Background: an optimization exercise with open tools, aiming at small area, a short achievable clock period and few clock cycles per item. Do not read the settings as production practice. Function was checked by simulation only, so behaviour that the tests miss may differ from the original. No activity file was given, so power comes from the tool's default toggle rates.

==> flow/design.v (outline; a module is shown in full before it is edited, if it fits) <==
// module bmlp_top: 1402 lines
module bmlp_top(
  input  wire       clk,
  input  wire       rst,
  input  wire       start,
  output reg  [6:0] dmem_addr,
  input  wire [8:0] dmem_data,
  output reg        done,
  output reg        bin_class
);
  // ...
==> flow/run.sh <==
#!/bin/bash
# synth_recipe.tcl (not shown) runs the flow's synth.tcl, then flattens the netlist and writes it again
# the make line also repeats each setting of config.mk as NAME=value (left out here)
make -C /OpenROAD-flow-scripts/flow DESIGN_CONFIG=/design/flow/config.mk WORK_HOME=/design/flow/orfs CLKGATE_MAP_FILE= SYNTH_SCRIPT=/design/flow/synth_recipe.tcl finish
==> flow/config.mk <==
export PLATFORM = sky130hd
export DESIGN_NAME = bmlp_top
export DESIGN_NICKNAME = bmlp_top
export VERILOG_FILES = /design/flow/design.v
export SDC_FILE = /design/flow/constraint.sdc
export NUM_CORES = 4
export LEC_CHECK = 0
export ABC_CLOCK_PERIOD_IN_PS = 2500
export CAP_MARGIN = 20
export CORE_MARGIN = 2
export CORE_UTILIZATION = 40
export SETUP_SLACK_MARGIN = 5
export SLEW_MARGIN = 20
export SYNTH_MEMORY_MAX_BITS = 8192
==> flow/constraint.sdc <==
create_clock -name core_clock -period 8.0 [get_ports {clk}]
set_input_delay 1.6000 -clock core_clock [delete_from_list [all_inputs] [get_ports {clk}]]
set_output_delay 1.6000 -clock core_clock [all_outputs]
set_load 0.01 [all_outputs]
==> results by group, run 1 <==
Status
  • Status: timing/DRC/antenna clean

CTS
  • Clock Root Buffer: clkbuf_16
  • Hold_buf cts: 0
  • CTS tree: built
  • CTS HTree Levels: 3
  • PostCTS Resize Cnt: between 80 and 90
  • Latest clock arrival within the worst-skew pair: about 0.67 ns

Finish
  • Finished Layout Cells: 5,496
  • Commonest cells after routing, fill and taps aside: 554 x dfxtp_1, 380 x xnor2_1, 340 x nor2_1, 283 x ha_1, 278 x inv_1
  • Utilization after layout: 0.450
  • Share of layout cells above drive strength 1: 0.101
  • FFs & Latches: 705

Routing
  • Metal1 wirelength: ~49,000 um
  • Routed wire per std cell: 20.2 um

Yosys
  • Mapped Area: about 40,000 um^2
  • Dominant synthesized flop cell: dfxtp_1
  • Most common cell in the netlist: dfxtp_1
  • Post-synth top area share: 0.301
  • Multiplexer share of the synthesized area: 0.0143

Global routing
  • Top Usage Layer GRT: met2
  • Met2 Use GR: 0.335

Worst setup path
  • CP Cell Sequence: inv_1 -> ha_1 -> inv_1 -> mux4_2 -> a21o_1 -> a221o_1
  • CP max stage cell: ha_1
  • Critical path class: reg -> reg
  • Crit path max fanout: 10
  • CP Buf/Inv Count: 2

Power
  • Clock share of power: 0.285
  • Internal power: a little over 9 mW
  • Top power group: registers
  • Pwr dens: 298 nW/um^2

Timing
  • Worst-margin pin slew: about 1.1 ns
  • Setup violators final: 0
  • Max Transition Viols Final: 0
  • Slew margin rel.: 0.253
  • Max Fclk: 0.316 GHz
  • Tcrit/Tclk final: 0.396

Floorplanning
  • Core area: 99,600 um^2
Testbench counts, summed over its fixed seeds: cycles 23,688, items 128.
==> inputs of run 2 (changes only) <==
--- a/flow/config.mk
+++ b/flow/config.mk
@@ -7,3 +7,2 @@
 export LEC_CHECK = 0
-export ABC_CLOCK_PERIOD_IN_PS = 2500
 export CAP_MARGIN = 20
@@ -11,3 +10,2 @@
 export CORE_UTILIZATION = 40
-export SETUP_SLACK_MARGIN = 5
 export SLEW_MARGIN = 20
==> run 2 against run 1 <==
  * Non-clock buffer count decreased by 37
  * Critical path depth increased by 6
  * Worst hold slack improved by 0.0028 ns
  * Sequential share of layout area increased by 0.63 points
  * Core utilization fell by 0.98 points
  * Wire length is 2.2% lower
  * First-iteration DRC count is 18% lower
  * Flip-flop and latch count is the same
  * Sequential power hardly changed
  * Synthesized area unchanged
  * Final area decreased by 2.2%
  * Register-to-register slack worse by 0.56 ns
  * Largest cell class unchanged
==> results by group, run 2 <==
Status
  • Status: timing/DRC/antenna clean

Worst setup path
  • CP Launch Type: flop
  • CP max stage delay: between 0.4 and 0.5 ns
  • CP Data Required Time: approximately 8.5 ns
  • Critical path class: reg -> reg
  • Crit path max fanout: 35 (+25)
  • Most frequent CP cell: a21o_1
  • CP Cell Sequence: buf_4 -> nor2_2 -> buf_4 -> and2_1 -> ha_1 -> fa_1 -> a21o_1 -> a21o_1 -> a2111oi_0 -> nor3_1 -> a21o_1 -> fa_1
  • Critical Path Sink Type: flop
  • CP max stage cell: fa_1
  • WP data arrival: about 4.2 ns

Yosys
  • EDFF count, synth: around 100
  • Post-synth top area share: 0.301 (unchanged)
  • Simple-gate area share of the yosys netlist: 0.150
  • Ys Warns: 2
  • Compound-gate portion of the synthesized area: 0.132
  • Asr flop ratio synth: 0
  • Synth Area in XOR/XNOR: 0.0963
  • Synth Instances: between 4,000 and 5,000
  • Seq cells post-synth: slightly above 700
  • Post-synthesis average cell area: roughly 9.5 um^2
  • Main area contributors after synthesis: dfxtp_1 30%, ha_1 9.0%, xnor2_1 8.3%
  • Most common cell in the netlist: dfxtp_1
  • Post-Syn Nets: 4,666
  • Cell variety after synth: 90
  • Leading area contributor after synthesis: dfxtp_1
  • Multiplexer share of the synthesized area: 0.0143 (unchanged)
  • Mapped Area: 40,000 um^2 (unchanged)
  • Top cells by count, synth: 602 x dfxtp_1, 380 x xnor2_1, 345 x nor2_1
  • Synth Area in Adders: 0.173
  • Largest family of logic cells by synthesized area: adder cells
  • Seq/Total Area, Yosys: 0.378
  • Dominant synthesized flop cell: dfxtp_1

Global routing
  • Vias in the first global route: about 29,000
  • Initial antenna violation count: 1
  • Pin count of the biggest net entering global routing: ~100
  • First-pass GRT wire length: ~170,000 um
  • Overall Global Routing Usage: 0.213
  • Congestion Overflow GR: 0

Placement
  • Final HPWL DP: 73,400 um
  • Placed inst area: about 41,000 um^2
  • Count of input and output buffers: 20
  • Final Wtd Congestion: between 1 and 1.5
  • Setup slack at placement: about 4.3 ns

Routing
  • 1st-iter DRT viols: 2,562
  • First-pass detailed-route iteration total: 8
  • Detail Route Antenna Nets: 0
  • Vias per inst: around 5.4
  • Routed wire per std cell: 19.9 um (-1.4%)
  • Routed wire length: 109,000 um
  • Vias: between 20,000 and 30,000
  • Remaining DRCs: 0

Timing
  • Setup TNS: 0 ns
  • Slew margin rel.: 0.190 (-0.0627)
  • Final worst slack: 4.27 ns
  • Setup violators final: 0 (unchanged)
  • RSZ-0062 raised after global routing: false
  • Max Fclk: 0.268 GHz (-15%)
  • Final Hold Vio Count: 0
  • Final Critical Period: about 3.7 ns
  • Tcrit/Tclk final: 0.466 (+0.0697)
  • Max Transition Viols Final: 0 (unchanged)
  • Worst-margin pin slew: 1.21 ns (+0.120 ns)
  • Worst-case clock skew: roughly 0.040 ns

CTS
  • Setup bufs post-CTS: 0
  • Clock Root Buffer: clkbuf_16
  • CTS max path bufs: 3
  • Sink Count: between 700 and 800
  • Hold_buf cts: 0 (unchanged)
  • Latest clock arrival within the worst-skew pair: 0.66 ns (about the same)
  • CTS Buf Count: 80
  • CTS tree: built
  • Clk pin slew, worst setup/hold paths: roughly 0.06 ns
  • PostCTS Resize Cnt: 0 (-100%)
  • CTS HTree Levels: 3 (unchanged)

Floorplanning
  • Starting Density: 0.402
  • # rows: between 100 and 150
  • Core area: 99,600 um^2 (unchanged)
  • Die Y: about 320 um
  • I/O Pins: 21
  • Die width: 320 um
  • Total die area: just over 100,000 um^2

Hold path
  • Min-delay worst type: reg -> reg

Power
  • Pwr dens: 298 nW/um^2 (about the same)
  • Leakage: around 18 nW
  • Max VDD drop: 0.183 mV

Finish
  • Commonest non-fill, non-tap cell in the layout: dfxtp_1
  • Final instance area: between 40,000 and 50,000 um^2
  • Biggest regs: b1 x60, pw x60
  • Share of layout cells above drive strength 1: 0.0705 (-0.0305)
  • Synth-to-layout area growth: 9.45%
  • Commonest cells after routing, fill and taps aside: 585 x dfxtp_1, 380 x xnor2_1, 342 x nor2_1, 289 x ha_1, 279 x inv_1
  • Final net count: ~4,600

Job
  • Max-cap violations: 0
## run 2: critical path: cells and delay by family, from the launching register on
kind                       cells  cell delay, ns
AOI/OAI and AO/OA              4            1.06
adders and majority gates      3            1.05
buffers and inverters          2            0.60
DFF                            1            0.32
and+or+nand+nor                3            0.53
## run 2: report_power, final
part	internal (mW)	leakage, nW	switching (mW)	total, mW
logic	2.07	10.8	2.12	4.20
registers	4.78	5.91	0.388	5.16
clock network	2.17	1.31	1.53	3.70
## run 2: metrics by stage
step,hold WS [ns],cells,power [mW],util
final,0.331,5453,13.1,0.440
after global routing,0.339,5452,14.1,0.440
after CTS,0.332,5452,13.2,0.440
after detailed placement,0.313,5305,9.45,0.413
after global placement,0.311,5305,9.27,0.413
after floorplan,0.310,4200,8.54,-
## run 2: cell families (layout without fill, tap and decap cells)
| logic type | count (synthesis) | after routing |
|---|---|---|
| flip-flops | 705 | 705 |
| XOR/XNOR | 440 | 440 |
| adder cells (fa/ha/maj) | 454 | 454 |
| multiplexers | 48 | 48 |
| buffers and inverters | 557 | 511 |
| other | 0 | 1 |
| AND/OR/NAND/NOR | 1205 | 1205 |
| AO/OA/AOI/OAI | 791 | 791 |
## run 2: final timing paths
path | from | end | slack (ns) | depth (start not counted)
min | init0[8] | init1[8] | 0.33 | 0
max reg2reg | init0[5] | a25_0[8] | 4.27 | 12
min reg2reg | init0[8] | init1[8] | 0.33 | 0
max | init0[5] | a25_0[8] | 4.27 | 12
## run 2: per-layer routing
| layer | GRT usage | routed length [um] | vias up | share of wire |
|---|---|---|---|---|
| li1 | - | - | 14100 | - |
| met1 | 0.283 | 47300 | 14100 | 0.44 |
| met2 | 0.336 | 48000 | 1157 | 0.44 |
| met3 | 0.0359 | 7490 | 362 | 0.069 |
| met4 | 0.104 | 5740 | 0 | 0.053 |
| met5 | 0 | 0 | - | 0 |
## run 2: final cells by class
class / instances / area, um^2
Timing Repair Buffer: 76 / 621
Multi-Input combinational cell: 2938 / 22600
Inverter: 288 / 1080
Fill cell: 9562 / 55800
Clock buffer: 108 / 2280
Antenna cell: 1 / 2.50
Tap cell: 1298 / 1620
Clock inverter: 39 / 380
Sequential cell: 705 / 15200
==> inputs of run 3 (changes only) <==
--- a/flow/config.mk
+++ b/flow/config.mk
@@ -7,2 +7,3 @@
 export LEC_CHECK = 0
+export ABC_CLOCK_PERIOD_IN_PS = 3000
 export CAP_MARGIN = 20
@@ -10,2 +11,3 @@
 export CORE_UTILIZATION = 40
+export SETUP_SLACK_MARGIN = 5
 export SLEW_MARGIN = 20
==> run 3 against run 2 <==
  * Wire length is 2.2% higher
  * Global-route usage is 0.26 points higher
  * Still clean
  * Critical endpoint is now w0[21]
  * Sequential power hardly changed
  * Sequential share of layout area is 0.63 points lower
==> results by group, run 3 <==
Timing
  • Setup TNS: 0 ns (unchanged)
  • Final Hold Vio Count: 0 (unchanged)
  • Worst-case clock skew: 0.0424 ns (+0.00219 ns)
  • Final Critical Period: 3.17 ns (-0.557 ns)
  • Tcrit/Tclk final: 0.396 (-0.0697)
  • Worst-margin pin slew: 1.09 ns (-0.120 ns)
  • Max Transition Viols Final: 0 (unchanged)
  • Setup violators final: 0 (unchanged)
  • Slew margin rel.: 0.253 (+0.0627)
  • Max Fclk: 0.316 GHz (+18%)
  • RSZ-0062 raised after global routing: true

Finish
  • Commonest non-fill, non-tap cell in the layout: dfxtp_1
  • Utilization after layout: 0.450 (+0.00984)
  • Final net count: 4,595 (+0.88%)
  • Fillcell total: 9,528 (-0.36%)
  • Share of layout cells above drive strength 1: 0.101 (+0.0305)
  • Commonest cells after routing, fill and taps aside: 554 x dfxtp_1, 380 x xnor2_1, 340 x nor2_1, 283 x ha_1, 278 x inv_1
  • Biggest regs: b1 x60, pw x60
  • Synth-to-layout area growth: 11.9%

Floorplanning
  • # rows: 116 (unchanged)
  • Die Y: 320 um (unchanged)
  • Starting Density: 0.402 (unchanged)
  • I/O Pins: 21 (unchanged)
  • Die width: 320 um (unchanged)
  • Core area: 99,600 um^2 (unchanged)
  • Total die area: 103,000 um^2 (unchanged)

Placement
  • Count of input and output buffers: 20 (unchanged)
  • Final Wtd Congestion: 1.00 (-5.0%)
  • Final HPWL DP: 73,000 um (-0.47%)

CTS
  • CTS max path bufs: 3 (unchanged)
  • CTS tree: built
  • Clk pin slew, worst setup/hold paths: 0.07 ns (about the same)
  • CTS Buf Count: 83 (+3.8%)
  • CTS HTree Levels: 3 (unchanged)
  • Clock Root Buffer: clkbuf_16
  • Hold_buf cts: 0 (unchanged)
  • Latest clock arrival within the worst-skew pair: 0.67 ns (about the same)
  • Sink Count: 705 (unchanged)

Power
  • Flop pwr share: 0.388 (-0.007)
  • Pwr dens: 298 nW/um^2 (about the same)
  • Internal power: 9.17 mW (+1.6%)
  • Sw power: 4.17 mW (+3.3%)
  • Max VDD drop: 0.195 mV (+6.8%)
  • Power Total: 13.3 mW (+2.1%)
  • Net Sw Frac: 0.313 (+0.00344)
  • Gate power share: 0.327 (+0.006)
  • Leakage: 18.4 nW (+2.3%)
  • Clock share of power: 0.285 (+0.002)

Worst setup path
  • Critical Path Sink Type: flop
  • CP Launch Point: k[0]
  • CP Launch Type: flop
  • CP Data Required Time: 8.46 ns (-0.05 ns)
  • Crit path max fanout: 10 (-71%)
  • Critical path class: reg -> reg
  • WP data arrival: 3.63 ns (-0.60 ns)
  • Reg2reg start: k[0]

Routing
  • Routed wire per std cell: 20.2 um (+1.4%)
  • First-pass detailed-route iteration total: 9 (+1)
  • Vias: 29,800 (+0.61%)
  • Detail Route Antenna Nets: 0 (unchanged)
  • Routed wire length: 111,000 um (+2.2%)
  • Vias per inst: 5.43 (-0.18%)
  • 1st-iter DRT viols: 3,138 (+22%)
  • Remaining DRCs: 0 (unchanged)

Status
  • Status: timing/DRC/antenna clean

Yosys
  • EDFF count, synth: 103 (unchanged)
  • Dominant synthesized flop cell: dfxtp_1
  • Post-synth top area share: 0.301 (unchanged)
  • Main area contributors after synthesis: dfxtp_1 30%, ha_1 9.0%, xnor2_1 8.3%
  • Post-Syn Nets: 4,666 (unchanged)
  • Cell variety after synth: 90 (unchanged)
  • Asr flop ratio synth: 0 (unchanged)
  • Post-synthesis average cell area: 9.53 um^2 (unchanged)
  • Synth Instances: 4,200 (unchanged)
  • Seq cells post-synth: 705 (unchanged)
  • Mapped Area: 40,000 um^2 (unchanged)
  • Seq/Total Area, Yosys: 0.378 (unchanged)
  • Top cells by count, synth: 602 x dfxtp_1, 380 x xnor2_1, 345 x nor2_1
  • Ys Warns: 2 (unchanged)
  • Leading area contributor after synthesis: dfxtp_1
  • Most common cell in the netlist: dfxtp_1

Global routing
  • Vias in the first global route: 29,300 (+0.24%)
  • Pin count of the biggest net entering global routing: 98 (unchanged)
  • Global Route met3 Usage: 0.0420 (+0.00612)
  • Grt met1 use: 0.285 (+0.00216)
  • Top Usage Layer GRT: met2
  • First-pass GRT wire length: 173,000 um (+0.84%)
  • Met2 Use GR: 0.335 (-0.00125)
  • Initial antenna violation count: 1 (unchanged)
  • Overall Global Routing Usage: 0.216 (+0.00259)
  • Congestion Overflow GR: 0 (unchanged)

Job
  • Max-cap violations: 0 (unchanged)

Hold path
  • Min-delay worst type: reg -> reg
  • HP Start: init0[7]
run 3: per-layer routing:
layer | vias to the layer above | wire length, um
li1 | 14200 | -
met3 | 338 | 7930
met1 | 14200 | 48600
met2 | 1099 | 48300
met4 | 0 | 6090
met5 | - | 0
run 3: repair_timing:
action                                  4_1_cts  5_1_grt
gates cloned                                  4        1
setup buffers                                21        9
endpoints found under the setup margin      123       78
pin swaps                                     9       11
resized for setup                            89       59
run 3: cell families after synthesis:
group                    Yosys count  synth area share
adder cells (fa/ha/maj)          454             0.173
AO/OA/AOI/OAI                    791             0.132
flip-flops                       705             0.378
multiplexers                      48            0.0143
buffers and inverters            557            0.0561
AND/OR/NAND/NOR                 1205             0.150
XOR/XNOR                         440            0.0963
run 3: worst paths after layout:
path	endpoint	slack (ns)	cells after the start
setup / recovery	w0[21]	4.83	6
setup reg to reg	w0[21]	4.83	6
hold reg to reg	init1[7]	0.33	0
hold / removal	init1[7]	0.33	0
run 3: area by class of cell:
cell class	instances	area [um^2]	share of cell area
Sequential cell	705	15200	0.340
Clock inverter	38	322	0.00718
Timing Repair Buffer	113	1110	0.0248
Inverter	288	1100	0.0245
Clock buffer	115	2440	0.0545
Tap cell	1298	1620	0.0363
Multi-Input combinational cell	2938	23000	0.513
Antenna cell	1	2.50	0.0000559
run 3: per-stage QoR:
step | area (um^2) | hold slack, ns | setup WS (ns) | cells
final | 44800 | 0.329 | 4.83 | 5496
after global routing | 44800 | 0.342 | 4.84 | 5495
after CTS | 44500 | 0.332 | 4.95 | 5483
after detailed placement | 41200 | 0.318 | 4.24 | 5305
after global placement | 41200 | 0.314 | 4.27 | 5305
after floorplan | 40100 | 0.310 | 4.94 | 4200
run 3: power groups by stage:
stage	Combinational, mW	Sequential [mW]	Clock (mW)
2_1_floorplan	3.46	5.09	0
3_3_place_gp	4.05	5.23	0
3_5_place_dp	4.22	5.25	0
4_1_cts	4.33	5.18	3.92
5_1_grt	5.08	5.29	4.05
6_report	4.36	5.17	3.81
run 3: critical path, cell delays in order (launching register included):
cell,delay [ns]
dfxtp_1,0.32
inv_1,0.34
ha_1,0.72
inv_1,0.37
mux4_2,0.55
a21o_1,0.22
a221o_1,0.44
==> inputs of run 4 (changes only) <==
--- a/flow/config.mk
+++ b/flow/config.mk
@@ -10,3 +10,3 @@
 export CORE_MARGIN = 2
-export CORE_UTILIZATION = 40
+export CORE_UTILIZATION = 60
 export SETUP_SLACK_MARGIN = 5
==> run 4 against run 3 <==
  * Still clean
  * Core utilization is 22 points higher
  * Die area is 33% lower
  * Wire length is 6.6% higher
  * Combinational power is 6.4% higher
  * Worst hold slack worse by 0.0018 ns
  * Sequential power hardly changed
  * Sequential share of layout area is 0.31 points higher
  * Register-to-register slack better by 0.11 ns
  * Critical path type unchanged
==> results by group, run 4 <==
Status
  • Status: timing/DRC/antenna clean

Finish
  • Commonest non-fill, non-tap cell in the layout: dfxtp_1
  • Final instance area: 44,400 um^2 (-0.92%)
  • Ant diodes: 0 (-1)
  • Share of layout cells above drive strength 1: 0.103 (+0.00207)
  • Final net count: 4,603 (+0.17%)
  • Fillcell total: 5,049 (-47%)
  • Commonest cells after routing, fill and taps aside: 560 x dfxtp_1, 380 x xnor2_1, 340 x nor2_1, 282 x ha_1, 277 x inv_1
  • Area of the multi-input gates: 23,000 um^2 (+0.19%)
  • Sequential Area: 15,200 um^2 (about the same)
  • Synth-to-layout area growth: 10.9%
  • Biggest regs: b1 x60, pw x60

Yosys
  • Synth Instances: 4,200 (unchanged)
  • Synth Area in Adders: 0.173 (unchanged)
  • Simple-gate area share of the yosys netlist: 0.150 (unchanged)
  • Leading area contributor after synthesis: dfxtp_1
  • Top cells by count, synth: 602 x dfxtp_1, 380 x xnor2_1, 345 x nor2_1
  • Most common cell in the netlist: dfxtp_1
  • Post-Syn Nets: 4,666 (unchanged)
  • Seq cells post-synth: 705 (unchanged)
  • Asr flop ratio synth: 0 (unchanged)
  • EDFF count, synth: 103 (unchanged)
  • Synth Area in XOR/XNOR: 0.0963 (unchanged)
  • Main area contributors after synthesis: dfxtp_1 30%, ha_1 9.0%, xnor2_1 8.3%
  • Ys Warns: 2 (unchanged)
  • Multiplexer share of the synthesized area: 0.0143 (unchanged)
  • Mapped Area: 40,000 um^2 (unchanged)
  • Post-synth top area share: 0.301 (unchanged)
  • Dominant synthesized flop cell: dfxtp_1
  • Largest family of logic cells by synthesized area: adder cells
  • Compound-gate portion of the synthesized area: 0.132 (unchanged)
  • Seq/Total Area, Yosys: 0.378 (unchanged)
  • Cell variety after synth: 90 (unchanged)
  • Post-synthesis average cell area: 9.53 um^2 (unchanged)

Power
  • Max VDD drop: 0.228 mV (+17%)
  • Power Total: 13.6 mW (+2.1%)
  • Leakage: 18.5 nW (+0.28%)
  • Pwr dens: 307 nW/um^2 (+3.1%)

Timing
  • Setup violators final: 0 (unchanged)
  • Max Fclk: 0.327 GHz (+3.8%)
  • Setup TNS: 0 ns (unchanged)
  • Slew margin rel.: 0.252 (-0.00117)
  • Worst-margin pin slew: 1.12 ns (+0.0300 ns)
  • Tcrit/Tclk final: 0.382 (-0.0143)
  • Final Hold Vio Count: 0 (unchanged)
  • Max Transition Viols Final: 0 (unchanged)
  • Worst-case clock skew: 0.0254 ns (-0.0170 ns)
  • Final Critical Period: 3.05 ns (-0.115 ns)
  • RSZ-0062 raised after global routing: true

CTS
  • Sink Count: 705 (unchanged)
  • CTS HTree Levels: 3 (unchanged)
  • Latest clock arrival within the worst-skew pair: 0.64 ns (-0.03 ns)
  • Clk pin slew, worst setup/hold paths: 0.06 ns (about the same)
  • CTS Buf Count: 76 (-8.4%)
  • Clock Root Buffer: clkbuf_16
  • CTS max path bufs: 3 (unchanged)
  • CTS tree: built

Global routing
  • First-pass GRT wire length: 182,000 um (+5.1%)
  • Congestion Overflow GR: 0 (unchanged)
  • Pin count of the biggest net entering global routing: 121 (+23%)
  • Vias in the first global route: 31,600 (+7.7%)
  • Initial antenna violation count: 1 (unchanged)
  • Overall Global Routing Usage: 0.337 (+0.121)

Worst setup path
  • Critical path class: reg -> reg
  • Crit path capture: w0[21]
  • Reg2reg start: k[1]
  • CP Cell Sequence: buf_4 -> ha_1 -> inv_1 -> mux4_2 -> a21o_1 -> a221o_1
  • Crit path max fanout: 23 (+13)
  • Worst r2r dst: w0[21]
  • R2R setup slack: 4.95 ns (+0.11 ns)
  • CP max stage delay: 0.71 ns (about the same)
  • WP data arrival: 3.58 ns (-0.05 ns)
  • Critical Path Sink Type: flop
  • Worst r2r path cells: 6 (unchanged)
  • CP Launch Type: flop
  • CP Data Required Time: 8.52 ns (+0.06 ns)
  • CP max stage cell: ha_1
  • CP Launch Point: k[1]

Placement
  • Final Wtd Congestion: 1.03 (+2.8%)
  • Count of input and output buffers: 20 (unchanged)
  • Placed inst area: 40,600 um^2 (-1.3%)
  • Final HPWL DP: 78,600 um (+7.6%)

Hold path
  • Min-delay worst type: reg -> reg

Floorplanning
  • Core area: 65,900 um^2 (-34%)
  • Total die area: 68,800 um^2 (-33%)
  • Starting Density: 0.608 (+0.206)
  • Die width: 262 um (-18%)
  • I/O Pins: 21 (unchanged)
  • Die Y: 262 um (-18%)
  • # rows: 94 (-19%)

Routing
  • Routed wire per std cell: 23.3 um (+16%)
  • Detail Route Antenna Nets: 0 (unchanged)
  • 1st-iter DRT viols: 3,284 (+4.7%)
  • Vias: 31,300 (+5.1%)
  • First-pass detailed-route iteration total: 7 (-2)
  • Routed wire length: 118,000 um (+6.6%)
  • Vias per inst: 6.19 (+14%)
  • Remaining DRCs: 0 (unchanged)

Job
  • Max-cap violations: 0 (unchanged)
run 4: cell counts after synthesis:
No cell type changed its count.
run 4: how the worst min path moves through the flow:
stage,startpoint,endpoint,slack (ns),depth (start not counted)
2_1_floorplan,init0[7],init1[7],0.31,0
4_1_cts,init0[9],init1[9],0.33,0
3_5_place_dp,init0[9],init1[9],0.31,0
3_3_place_gp,init0[7],init1[7],0.31,0
6_report,init0[9],init1[9],0.33,0
5_1_grt,init0[7],init1[7],0.35,0
run 4: area by class of cell:
cell class              instances  area share
well taps                     864      0.0244
repair buffers                128      0.0281
inverters                     288      0.0248
multi-input cells            2938       0.518
flip-flops and latches        705       0.343
clock buffers                 108      0.0506
clock inverters                33      0.0107
run 4: critical path, delay by kind of cell (launching register included):
family / cells / cell delay (ns)
buf+inv: 2 / 0.74
fa+ha+maj: 1 / 0.71
mux: 1 / 0.60
compound gates: 2 / 0.58
flops: 1 / 0.31
run 4: cells by family after synthesis:
| family | after synthesis |
|---|---|
| buffers and inverters | 557 |
| DFF | 705 |
| adders and majority gates | 454 |
| and+or+nand+nor | 1205 |
| AOI/OAI and AO/OA | 791 |
| muxes | 48 |
| xor gates and xnor gates | 440 |
run 4: timing repair:
item / 4_1_cts / 5_1_grt
setup endpoints to repair: 163 / 65
gates cloned: 4 / 0
hold buffers: 0 / 0
buffers inserted: 20 / 26
resized for setup: 100 / 61
pin swaps: 8 / 27
run 4: stage by stage:
step	hold slack, ns	std cells	utilization	setup slack (ns)
2_1_floorplan	0.310	4200	-	4.94
3_3_place_gp	0.313	4872	0.617	4.36
3_5_place_dp	0.313	4872	0.617	4.21
4_1_cts	0.328	5037	0.667	4.94
5_1_grt	0.346	5064	0.674	4.91
6_report	0.327	5064	0.674	4.95
run 4: power breakdown:
part / internal (mW) / switching, mW
Combinational: 2.24 / 2.40
Clock: 2.25 / 1.54
Sequential: 4.77 / 0.419
run 4: layer usage:
metal | up-vias | share of wire | wire (um) | global-route usage
li1 | 14100 | - | - | -
met1 | 15300 | 0.40 | 47400 | 0.434
met2 | 1499 | 0.46 | 54200 | 0.539
met3 | 417 | 0.084 | 9930 | 0.0698
met4 | 0 | 0.056 | 6630 | 0.164
met5 | - | 0 | 0 | 0
==> inputs of run 5 (changes only) <==
--- a/flow/config.mk
+++ b/flow/config.mk
@@ -11,2 +11,3 @@
 export CORE_UTILIZATION = 60
+export CTS_BUF_LIST = sky130_fd_sc_hd__clkbuf_8
 export SETUP_SLACK_MARGIN = 5
==> run 5 against run 4 <==
  * Via count increased by 0.40%
  * Setup slack better by 0.070 ns
  * First-iteration DRC count is 8.9% higher
  * Critical endpoint is now pw[7]
  * Worst hold slack lost 0.0016 ns
==> results by group, run 5 <==
Worst setup path
  • WP data arrival: 3.54 ns (-0.04 ns)
  • CP max stage delay: 0.80 ns (+0.09 ns)
  • CP Launch Type: flop
  • Critical path class: reg -> reg
  • CP Cell Sequence: inv_1 -> ha_1 -> nand2b_1 -> nand2_1 -> nor2_1 -> o21ai_0 -> o211ai_1
  • CP max stage cell: ha_1
  • Reg2reg start: o[0]
  • CP Data Required Time: 8.56 ns (+0.04 ns)
  • Critical Path Sink Type: flop
  • R2R setup slack: 5.01 ns (+0.07 ns)
  • Crit path capture: pw[7]
  • Worst r2r path cells: 7 (+1)
  • Worst r2r dst: pw[7]
  • Crit path max fanout: 15 (-35%)
  • CP Launch Point: o[0]

Floorplanning
  • # rows: 94 (unchanged)
  • Total die area: 68,800 um^2 (unchanged)
  • Die width: 262 um (unchanged)
  • Core area: 65,900 um^2 (unchanged)
  • Starting Density: 0.608 (unchanged)
  • I/O Pins: 21 (unchanged)
  • Die Y: 262 um (unchanged)

Global routing
  • Overall Global Routing Usage: 0.335 (-0.00117)
  • Initial antenna violation count: 4 (+3)
  • First-pass GRT wire length: 181,000 um (-0.19%)
  • Pin count of the biggest net entering global routing: 121 (unchanged)
  • Congestion Overflow GR: 0 (unchanged)
  • Vias in the first global route: 31,800 (+0.66%)

Yosys
  • Leading area contributor after synthesis: dfxtp_1
  • Mapped Area: 40,000 um^2 (unchanged)
  • Post-synthesis average cell area: 9.53 um^2 (unchanged)
  • Asr flop ratio synth: 0 (unchanged)
  • Ys Warns: 2 (unchanged)
  • Most common cell in the netlist: dfxtp_1
  • Post-Syn Nets: 4,666 (unchanged)
  • EDFF count, synth: 103 (unchanged)
  • Seq/Total Area, Yosys: 0.378 (unchanged)
  • Main area contributors after synthesis: dfxtp_1 30%, ha_1 9.0%, xnor2_1 8.3%
  • Synth Instances: 4,200 (unchanged)
  • Seq cells post-synth: 705 (unchanged)
  • Top cells by count, synth: 602 x dfxtp_1, 380 x xnor2_1, 345 x nor2_1
  • Cell variety after synth: 90 (unchanged)
  • Dominant synthesized flop cell: dfxtp_1
  • Post-synth top area share: 0.301 (unchanged)

CTS
  • Sink Count: 705 (unchanged)
  • CTS HTree Levels: 3 (unchanged)
  • CTS Buf Count: 114 (+50%)
  • Clk pin slew, worst setup/hold paths: 0.06 ns (about the same)
  • CTS tree: built
  • Clock Root Buffer: clkbuf_8
  • Latest clock arrival within the worst-skew pair: 0.76 ns (+0.12 ns)
  • CTS max path bufs: 3 (unchanged)

Routing
  • 1st-iter DRT viols: 3,577 (+8.9%)
  • Remaining DRCs: 0 (unchanged)
  • Metal1 wirelength: 47,900 um (+1.0%)
  • Routed wire per std cell: 23.0 um (-1.7%)
  • Routed wire length: 118,000 um (about the same)
  • Vias: 31,500 (+0.40%)
  • Detail Route Antenna Nets: 0 (unchanged)
  • Top Layer Used: met5
  • WL met3: 9690 um (-2.4%)
  • Met2 wire length: 54,600 um (+0.62%)
  • First-pass detailed-route iteration total: 8 (+1)
  • Vias per inst: 6.11 (-1.3%)

Timing
  • Worst-margin pin slew: 1.03 ns (-0.0966 ns)
  • RSZ-0062 raised after global routing: true
  • Final Critical Period: 2.99 ns (-0.0697 ns)
  • Final Hold Vio Count: 0 (unchanged)
  • Max Fclk: 0.335 GHz (+2.3%)
  • Slew margin rel.: 0.299 (+0.0467)
  • Tcrit/Tclk final: 0.373 (-0.00871)
  • Max Transition Viols Final: 0 (unchanged)
  • Worst-case clock skew: 0.0582 ns (+0.0328 ns)
  • Setup violators final: 0 (unchanged)
  • Setup TNS: 0 ns (unchanged)

Finish
  • Final instance area: 44,400 um^2 (about the same)
  • Share of layout cells above drive strength 1: 0.121 (+0.0178)
  • Biggest regs: b1 x60, pw x60
  • Finished Layout Cells: 5,152 (+1.7%)
  • Final net count: 4,652 (+1.1%)
  • Commonest cells after routing, fill and taps aside: 556 x dfxtp_1, 379 x xnor2_1, 340 x nor2_1, 312 x inv_1, 273 x ha_1
  • Synth-to-layout area growth: 11.0% (about the same)
  • Commonest non-fill, non-tap cell in the layout: dfxtp_1

Power
  • Internal power: 8.94 mW (-3.5%)
  • Flop pwr share: 0.391 (+0.010)
  • Clock share of power: 0.259 (-0.019)
  • Sw power: 4.34 mW (-0.62%)
  • Max VDD drop: 0.218 mV (-4.5%)
  • Leakage: 18.6 nW (+0.74%)
  • Gate power share: 0.350 (+0.009)
  • Net Sw Frac: 0.327 (+0.00646)
  • Pwr dens: 299 nW/um^2 (-2.7%)
  • Power Total: 13.3 mW (-2.6%)

Hold path
  • Min-delay worst type: reg -> reg

Placement
  • Final Wtd Congestion: 1.03 (unchanged)
  • Count of input and output buffers: 20 (unchanged)
  • Placed inst area: 40,600 um^2 (unchanged)
  • # placed instances: 4,872 (unchanged)
  • Final HPWL DP: 78,600 um (unchanged)

Status
  • Status: timing/DRC/antenna clean

Job
  • Max-cap violations: 0 (unchanged)
[run 5: critical path: cells and delay by family, from the launching register on]
kind	cells	cell delay (ns)
AOI/OAI and AO/OA	2	0.45
DFF	1	0.59
buffers and inverters	1	0.35
adders and majority gates	1	0.80
and+or+nand+nor	3	0.63
[run 5: worst min path at each step]
stage	depth (start not counted)	slack (ns)	from	to
4_1_cts	0	0.32	init0[8]	init1[8]
2_1_floorplan	0	0.31	init0[7]	init1[7]
3_3_place_gp	0	0.31	init0[7]	init1[7]
3_5_place_dp	0	0.31	init0[9]	init1[9]
5_1_grt	0	0.34	init0[7]	init1[7]
6_report	0	0.33	init0[9]	init1[9]
[run 5: power groups by stage]
stage	logic [mW]	clock network [mW]	registers (mW)
global placement	3.95	0	5.20
global route	5.27	3.64	5.29
finish	4.65	3.43	5.19
floorplan	3.46	0	5.09
CTS	4.52	3.48	5.19
detailed placement	4.34	0	5.25
[run 5: kinds of logic after synthesis]
| family | share of synthesized area |
|---|---|
| adder cells (fa/ha/maj) | 0.173 |
| flip-flops | 0.378 |
| AO/OA/AOI/OAI | 0.132 |
| AND/OR/NAND/NOR | 0.150 |
| XOR/XNOR | 0.0963 |
| buffers and inverters | 0.0561 |
| multiplexers | 0.0143 |
[run 5: through the flow]
step                utilization  setup slack [ns]  hold slack [ns]
floorplan                     -              4.94            0.310
global placement          0.617              4.36            0.313
detailed placement        0.617              4.21            0.313
CTS                       0.667              4.94            0.319
global route              0.674              4.98            0.342
finish                    0.674              5.01            0.325
[run 5: final cells by class]
class,instances,area [um^2]
multi-input combinational,2938,23000
fill,5080,21500
sequential,705,15200
clock buffer,141,1940
timing repair buffer,139,1380
inverter,288,1100
tap,864,1080
clock inverter,75,624
antenna,2,5.00
[run 5: repair_timing]
item / 4_1_cts / 5_1_grt
gates cloned: 4 / 0
buffers inserted: 29 / 27
hold buffers: 0 / 0
gates resized for setup: 133 / 75
pin swaps: 12 / 36
endpoints found under the setup margin: 161 / 76
[run 5: layer usage]
layer,global-route usage,up-vias
met5,0,-
met4,0.164,2
met3,0.0741,378
met2,0.536,1460
met1,0.431,15400
li1,-,14300
==> inputs of run 6 (changes only) <==
--- a/flow/config.mk
+++ b/flow/config.mk
@@ -11,3 +11,4 @@
 export CORE_UTILIZATION = 60
-export CTS_BUF_LIST = sky130_fd_sc_hd__clkbuf_8
+export CTS_BUF_LIST = sky130_fd_sc_hd__clkbuf_4 sky130_fd_sc_hd__clkbuf_8
+export CTS_CLUSTER_SIZE = 30
 export SETUP_SLACK_MARGIN = 5
==> run 6 against run 5 <==
  * Die area did not move
  * Worst hold slack about the same
  * Via count hardly changed
  * Combinational power is essentially flat
  * Final area increased by 0.42%
  * Power increased by 1.3%
  * Critical path type unchanged
  * Critical endpoint unchanged
==> results by group, run 6 <==
Worst setup path
  • Worst r2r dst: pw[7]
  • CP Data Required Time: 8.56 ns (about the same)
  • R2R setup slack: 5.02 ns (about the same)
  • CP Launch Point: o[0]
  • Critical path class: reg -> reg
  • WP data arrival: 3.54 ns (about the same)
  • Critical Path Sink Type: flop
  • Reg2reg start: o[0]
  • Crit path max fanout: 15 (unchanged)
  • CP Launch Type: flop
  • Worst r2r path cells: 7 (unchanged)

Yosys
  • Seq cells post-synth: 705 (unchanged)
  • Mapped Area: 40,000 um^2 (unchanged)
  • Asr flop ratio synth: 0 (unchanged)
  • Main area contributors after synthesis: dfxtp_1 30%, ha_1 9.0%, xnor2_1 8.3%
  • Leading area contributor after synthesis: dfxtp_1
  • Seq/Total Area, Yosys: 0.378 (unchanged)
  • Synth Instances: 4,200 (unchanged)
  • Most common cell in the netlist: dfxtp_1
  • EDFF count, synth: 103 (unchanged)
  • Dominant synthesized flop cell: dfxtp_1
  • Post-synthesis average cell area: 9.53 um^2 (unchanged)
  • Cell variety after synth: 90 (unchanged)
  • Post-synth top area share: 0.301 (unchanged)
  • Ys Warns: 2 (unchanged)
  • Top cells by count, synth: 602 x dfxtp_1, 380 x xnor2_1, 345 x nor2_1
  • Post-Syn Nets: 4,666 (unchanged)

CTS
  • Latest clock arrival within the worst-skew pair: 0.76 ns (about the same)
  • Clk pin slew, worst setup/hold paths: 0.06 ns (about the same)
  • Hold_buf cts: 0 (unchanged)
  • Clock Root Buffer: clkbuf_8
  • CTS max path bufs: 3 (unchanged)
  • CTS HTree Levels: 3 (unchanged)
  • CTS tree: built
  • Sink Count: 705 (unchanged)
  • CTS Buf Count: 114 (unchanged)

Global routing
  • Congestion Overflow GR: 0 (unchanged)
  • Overall Global Routing Usage: 0.337 (+0.00168)
  • First-pass GRT wire length: 182,000 um (+0.52%)
  • Initial antenna violation count: 2 (-2)
  • Pin count of the biggest net entering global routing: 121 (unchanged)
  • Vias in the first global route: 32,000 (+0.53%)

Status
  • Status: timing/DRC/antenna clean

Routing
  • Detail Route Antenna Nets: 0 (unchanged)
  • Vias: 31,400 (-0.070%)
  • Vias per inst: 6.10 (-0.19%)
  • Remaining DRCs: 0 (unchanged)
  • First-pass detailed-route iteration total: 8 (unchanged)
  • Routed wire length: 119,000 um (+0.46%)
  • Routed wire per std cell: 23.0 um (+0.34%)
  • 1st-iter DRT viols: 3,666 (+2.5%)

Timing
  • RSZ-0062 raised after global routing: true
  • Max Transition Viols Final: 0 (unchanged)
  • Worst-margin pin slew: 1.04 ns (+0.0148 ns)
  • Final Hold Vio Count: 0 (unchanged)
  • Final Critical Period: 2.98 ns (-0.00311 ns)
  • Slew margin rel.: 0.305 (+0.00640)
  • Setup violators final: 0 (unchanged)
  • Max Fclk: 0.335 GHz (+0.10%)
  • Worst-case clock skew: 0.0573 ns (-0.000887 ns)
  • Final worst slack: 5.02 ns (+0.00311 ns)
  • Setup TNS: 0 ns (unchanged)
  • Tcrit/Tclk final: 0.373 (-0.000389)

Finish
  • Share of layout cells above drive strength 1: 0.129 (+0.00845)
  • Biggest regs: b1 x60, pw x60
  • Sequential Area: 15,200 um^2 (about the same)
  • Synth-to-layout area growth: 11.4%
  • Commonest cells after routing, fill and taps aside: 556 x dfxtp_1, 379 x xnor2_1, 340 x nor2_1, 277 x inv_1, 276 x ha_1
  • Area of the multi-input gates: 23,000 um^2 (-0.10%)
  • Commonest non-fill, non-tap cell in the layout: dfxtp_1
  • Final instance area: 44,600 um^2 (+0.42%)
  • Final net count: 4,658 (+0.13%)
  • Fillcell total: 5,050 (-0.59%)

Placement
  • Count of input and output buffers: 20 (unchanged)
  • Placed inst area: 40,600 um^2 (unchanged)
  • Final HPWL DP: 78,600 um (unchanged)
  • Setup slack at placement: 4.21 ns (unchanged)
  • Final Wtd Congestion: 1.03 (unchanged)

Floorplanning
  • Core area: 65,900 um^2 (unchanged)
  • Die Y: 262 um (unchanged)
  • Die width: 262 um (unchanged)
  • Starting Density: 0.608 (unchanged)
  • I/O Pins: 21 (unchanged)
  • # rows: 94 (unchanged)
  • Total die area: 68,800 um^2 (unchanged)

Hold path
  • Hold EP: init1[9]
  • HP Start: init0[9]
  • Min-delay worst type: reg -> reg
  • WHS Path Cells: 0 (unchanged)

Power
  • Power Total: 13.4 mW (+1.3%)
  • Pwr dens: 301 nW/um^2 (+0.84%)
  • Max VDD drop: 0.224 mV (+3.1%)
  • Leakage: 18.6 nW (+0.22%)

Job
  • Max-cap violations: 0 (unchanged)
run 6: through the flow:
step                hold WS (ns)   util  std cells
finish                     0.325  0.677       5158
global route               0.343  0.677       5157
CTS                        0.319  0.670       5127
detailed placement         0.313  0.617       4872
global placement           0.313  0.617       4872
floorplan                  0.310      -       4200
run 6: per-layer routing:
layer	GRT usage	vias to the layer above	wire length, um
met5	0	-	0
met4	0.176	0	6730
met3	0.0734	406	9760
met2	0.538	1409	54300
met1	0.430	15400	48000
li1	-	14300	-
run 6: power by group:
group / leakage (nW) / internal, mW / switching, mW
Clock: 1.41 / 2.07 / 1.53
Combinational: 11.3 / 2.25 / 2.40
Sequential: 5.92 / 4.77 / 0.416
Total: 18.6 / 9.09 / 4.35
run 6: how the worst max path moves through the flow:
stage,end,slack [ns],cells past startpoint
after CTS,a18_0[8],4.97,11
after floorplan,a14_0[8],4.94,10
after global placement,a18_0[8],4.36,10
after global routing,a2_0[8],4.97,11
after detailed placement,a18_0[8],4.21,10
final,pw[7],5.02,7
run 6: final cells by class:
class | count | share of cell area
diodes | 2 | 0.000112
clock buffers | 176 | 0.0494
clock inverters | 40 | 0.0111
inverters | 288 | 0.0246
multi-input cells | 2938 | 0.516
flip-flops and latches | 705 | 0.342
well taps | 864 | 0.0242
repair buffers | 145 | 0.0327
run 6: logic make-up (layout without fill, tap and decap cells):
kind of cell | after synthesis | count (layout) | share of synthesized area
AO/OA/AOI/OAI | 791 | 791 | 0.132
XOR/XNOR | 440 | 440 | 0.0963
adder cells (fa/ha/maj) | 454 | 454 | 0.173
buffers and inverters | 557 | 649 | 0.0561
flip-flops | 705 | 705 | 0.378
multiplexers | 48 | 48 | 0.0143
other | 0 | 2 | 0
AND/OR/NAND/NOR | 1205 | 1205 | 0.150
run 6: what timing repair did:
| action | in CTS | in global routing |
|---|---|---|
| setup buffers | 33 | 27 |
| cloned | 6 | 0 |
| pin swaps | 13 | 35 |
| gates resized for setup | 129 | 77 |
| endpoints found under the setup margin | 162 | 80 |
run 6: critical path, stage by stage (launching register included):
cell and delay (ns):
dfxtp_2 0.59, inv_1 0.34, ha_1 0.78, nand2b_1 0.31, nand2_1 0.24, nor2_1 0.09, o21ai_0 0.24, o211ai_1 0.21

-- separate check: timing with driven ports --
In the flow no input, the clock included, has a driving cell. The finished layouts below were timed again as built, in two steps.
Step 1 (the two cells are an assumption about what drives the block):
set clk [get_ports {clk}]
set_driving_cell -lib_cell sky130_fd_sc_hd__clkbuf_16 $clk
set_driving_cell -lib_cell sky130_fd_sc_hd__buf_2 [delete_from_list [all_inputs] $clk]
Step 2 moves the port delays by t, midway between the first and last clock arrival at a register: inputs arrive t later, outputs are due t later. That takes back most of the time a late clock gives input paths.
Slacks: no drivers / after step 1 / after step 2; pairs: no drivers / after step 1.
run	t (ns)	setup WS [ns]	worst hold slack (ns)
run 1	0.712	4.831 / 4.831 / 4.614	0.329 / 0.329 / 0.329
run 2	0.707	4.273 / 4.273 / 4.273	0.331 / 0.331 / 0.331
run 3	0.712	4.831 / 4.831 / 4.614	0.329 / 0.329 / 0.329
run 4	0.698	4.945 / 4.945 / 4.598	0.327 / 0.327 / 0.327
run 5	0.799	5.015 / 4.988 / 4.586	0.325 / 0.325 / 0.325
run 6	0.799	5.018 / 4.989 / 4.584	0.325 / 0.325 / 0.325
After both steps every run listed still meets setup and hold. For run 6, which loses most, drivers alone change the setup slack by -0.029 ns; drivers and shift together by -0.434 ns.
